Background: an optimization exercise with open tools, aiming at small area. Do not read the settings as production practice. RTL that was checked went through simulation tests only; none was proved equivalent to the original. Power and IR drop assume default switching activity.

## alog_top
module alog_top (rstn, clk, buffer_2, buffer_3, reff, head_flag, dout, weight_2_in_0);
input rstn, clk, head_flag;
input [13:0] buffer_2, buffer_3, reff;
output [31:0] weight_2_in_0;
output reg [13:0] dout;
wire [13:0] d_2, d_3;
reg [11:0] counter, counter_pre;
reg [5:0] curr_state, next_state;
reg stop_state, stb_state, adap_filter_state, weight_cal_state, shift_data_state;
always @(posedge clk or negedge rstn)
    if (rstn == 0)
        {stb_state, shift_data_state, weight_cal_state, adap_filter_state, stop_state} <= 5'd0;
    else
        {stb_state, shift_data_state, weight_cal_state, adap_filter_state, stop_state} <= curr_state[4:0];
always @(posedge clk or negedge rstn)
    if (rstn == 0)
        counter_pre <= 12'd0;
    else if (counter_pre == 12'd2128)
        counter_pre <= 12'd0;
    else if (stop_state | stb_state)
        counter_pre <= 12'd0;
    else
        counter_pre <= counter_pre + 12'd1;
always @(posedge clk or negedge rstn)
    if (rstn == 0)
        counter <= 12'd0;
    else
        counter <= counter_pre;
always @(posedge clk or negedge rstn)
    if (rstn == 0)
        curr_state <= 6'd1;
    else
        curr_state <= next_state;
always @(*)
    case (curr_state)
    6'd1    : next_state = head_flag ? 6'd2 : 6'd1;
    6'd2    : next_state = (counter == 12'd2078) ? 6'd4 : 6'd2;
    6'd4    : next_state = (counter == 12'd2113) ? 6'd8 : 6'd4;
    6'd8    : next_state = (counter == 12'd2114) ? 6'd16 : 6'd8;
    6'd16   : next_state = (~head_flag) ? 6'd1 : 6'd16;
    default : next_state = 6'd1;
    endcase
always @(posedge clk or negedge rstn)
    if (rstn == 0)
        dout <= 14'd0;
    else
        dout <= d_2 + d_3;
reg [5:0] fcnt;
reg af_dly, flag_16;
always @(posedge clk or negedge rstn)
    if (rstn == 0)
        fcnt <= 6'd0;
    else if (adap_filter_state == 1'b0)
        fcnt <= 6'd0;
    else if (fcnt != 6'd34)
        fcnt <= fcnt + 6'd1;
always @(posedge clk or negedge rstn)
    if (rstn == 0) begin
        af_dly <= 1'b0;
        flag_16 <= 1'b0;
    end else begin
        af_dly <= adap_filter_state;
        flag_16 <= (fcnt == 6'd33);
    end
wire shift = shift_data_state;
reg [5:0] j;
  ...
Settings: LEC_CHECK=0, CAP_MARGIN=20, CORE_MARGIN=2, CORE_UTILIZATION=60, CTS_CLUSTER_DIAMETER=60, CTS_CLUSTER_SIZE=24, PLACE_DENSITY=0.7, SLEW_MARGIN=20; clock period 12.0 ns.
run.sh (not shown) runs the stock make flow with config.mk's settings and CLKGATE_MAP_FILE= SYNTH_SCRIPT=/design/flow/synth_recipe.tcl, a recipe that flattens the netlist after the stock synthesis.
Rerun with:
--- a/flow/design.v
+++ b/flow/design.v
@@ -7,27 +7,23 @@
 input  enable;
 output reg div_state;
 output reg [13:0] result;
 reg [31:0] temp;
 reg [13:0] counter;
 reg [13:0] result_pre;
 wire [32:0] diff = {1'b0, temp} - {1'b0, divisor};
-wire lt = diff[32];
+wire lt = diff[32] & (|divisor);    
 wire gt = ~lt & (|diff[31:0]);
-always @(posedge clk or negedge rstn)
-    if (!rstn)
-        temp <= 32'd0;
-    else if (!enable)
+always @(posedge clk)
+    if (!enable)
         temp <= dividend;
     else if (gt)
         temp <= diff[31:0];
-always @(posedge clk or negedge rstn)
-    if (!rstn)
-        counter <= 14'd0;
-    else if (!enable)
+always @(posedge clk)
+    if (!enable)
         counter <= 14'd0;
     else if (gt)
         counter <= counter + 14'd1;
 always @(posedge clk or negedge rstn)
     if (!rstn)
         result_pre <= 14'd0;
     else if (enable)
@@ -156,15 +152,16 @@
 `timescale 1ns/1ps
 module alog_top (rstn, clk, buffer_2, buffer_3, reff, head_flag, dout, weight_2_in_0);
 input rstn, clk, head_flag;
 input [13:0] buffer_2, buffer_3, reff;
 output [31:0] weight_2_in_0;
 output reg [13:0] dout;
 wire [13:0] d_2, d_3;
-reg [11:0] counter, counter_pre;
+reg [11:0] counter_pre;
+reg c2078, c2113, c2114;    
 reg [5:0] curr_state, next_state;
 reg stop_state, stb_state, adap_filter_state, weight_cal_state, shift_data_state;
 always @(posedge clk or negedge rstn)
     if (rstn == 0)
         {stb_state, shift_data_state, weight_cal_state, adap_filter_state, stop_state} <= 5'd0;
     else
         {stb_state, shift_data_state, weight_cal_state, adap_filter_state, stop_state} <= curr_state[4:0];
@@ -175,28 +172,28 @@
         counter_pre <= 12'd0;
     else if (stop_state | stb_state)
         counter_pre <= 12'd0;
     else
         counter_pre <= counter_pre + 12'd1;
 always @(posedge clk or negedge rstn)
     if (rstn == 0)
-        counter <= 12'd0;
+        {c2078, c2113, c2114} <= 3'd0;
     else
-        counter <= counter_pre;
+        {c2078, c2113, c2114} <= {counter_pre == 12'd2078, counter_pre == 12'd2113, counter_pre == 12'd2114};
 always @(posedge clk or negedge rstn)
     if (rstn == 0)
         curr_state <= 6'd1;
     else
         curr_state <= next_state;
 always @(*)
     case (curr_state)
     6'd1    : next_state = head_flag ? 6'd2 : 6'd1;
-    6'd2    : next_state = (counter == 12'd2078) ? 6'd4 : 6'd2;
-    6'd4    : next_state = (counter == 12'd2113) ? 6'd8 : 6'd4;
-    6'd8    : next_state = (counter == 12'd2114) ? 6'd16 : 6'd8;
+    6'd2    : next_state = c2078 ? 6'd4 : 6'd2;
+    6'd4    : next_state = c2113 ? 6'd8 : 6'd4;
+    6'd8    : next_state = c2114 ? 6'd16 : 6'd8;
     6'd16   : next_state = (~head_flag) ? 6'd1 : 6'd16;
     default : next_state = 6'd1;
     endcase
 always @(posedge clk or negedge rstn)
     if (rstn == 0)
         dout <= 14'd0;
     else
@@ -310,18 +307,16 @@
 wire byp = byp_start | (byp_cnt > 6'd1);
 wire [13:0] x2_t0, x2_t1, x2_t32, x2_in, x3_t0, x3_t1, x3_t32, x3_in, r_t0;
 wire dwr = jeq0 & ~blk;
 ram_data ram_data_2 (.clk(clk), .rstn(rstn), .shift(shift), .in(buffer_2), .wr(dwr), .in_q(x2_in), .tap0(x2_t0), .tap1(x2_t1), .tap32(x2_t32));
 ram_data ram_data_3 (.clk(clk), .rstn(rstn), .shift(shift), .in(buffer_3), .wr(dwr), .in_q(x3_in), .tap0(x3_t0), .tap1(x3_t1), .tap32(x3_t32));
 ram_data ram_data_r (.clk(clk), .rstn(rstn), .shift(shift), .in(reff), .wr(dwr), .in_q(), .tap0(r_t0), .tap1(), .tap32());
 reg [13:0] reff_31;
-always @(posedge clk or negedge rstn)
-    if (rstn == 0)
-        reff_31 <= 14'd0;
-    else if (jeq31)
+always @(posedge clk)
+    if (jeq31)
         reff_31 <= v32 ? r_t0 : 14'd0;
 reg [13:0] x1;
 always @(posedge clk or negedge rstn)
     if (rstn == 0)
         x1 <= 14'd0;
     else if (shift)
         x1 <= x2_in;
What happened:
- register-to-register slack is about the same
- global-route usage shrinks by 0.57 points
- core utilization grows by 0.16 points
- design area shrinks by 0.97%
- flip-flop and latch count shrinks by 9
- worst setup slack degrades by 0.0046 ns
- die area shrinks by 1.1%
- wire length shrinks by 2.5%
- clock power barely changes
- non-clock buffer count shrinks by 16
- clock-buffer cell count grows by 1
- area after synthesis shrinks by 1.1%
- hold slack barely changes
- power stays flat
Function not checked in the first run of this note: the RTL went through the layout flow alone.

static timing again, ports no longer ideal:
In the flow no input, the clock included, has a driving cell. The finished layouts below were timed again as built, in two steps. Step 1 sets driving cells, clkbuf_16 on the clock port and buf_2 on the other inputs (assumed; they add their load-dependent delay and slew). Step 2 adds t to the input delays and takes it off the output delays; t is the mean of the earliest and latest rising clock arrival at the registers after step 1. Input paths then give back, and output paths get back, about the clock's delay inside the block. Three values: no drivers, after step 1, after step 2; two values: the first two.
| run | shift t [ns] | slack for setup (ns) | hold WS [ns] | worst setup path after step 2 | latest minus earliest clock arrival (ns) |
|---|---|---|---|---|---|
| the first run | 0.960 | 1.266 / 1.266 / 1.266 | 0.285 / 0.285 / 0.285 | register to register | 0.070 / 0.070 |
| the second run | 0.960 | 1.262 / 1.262 / 1.262 | 0.283 / 0.283 / 0.283 | register to register | 0.085 / 0.086 |
After both steps setup and hold are still met in every run listed.
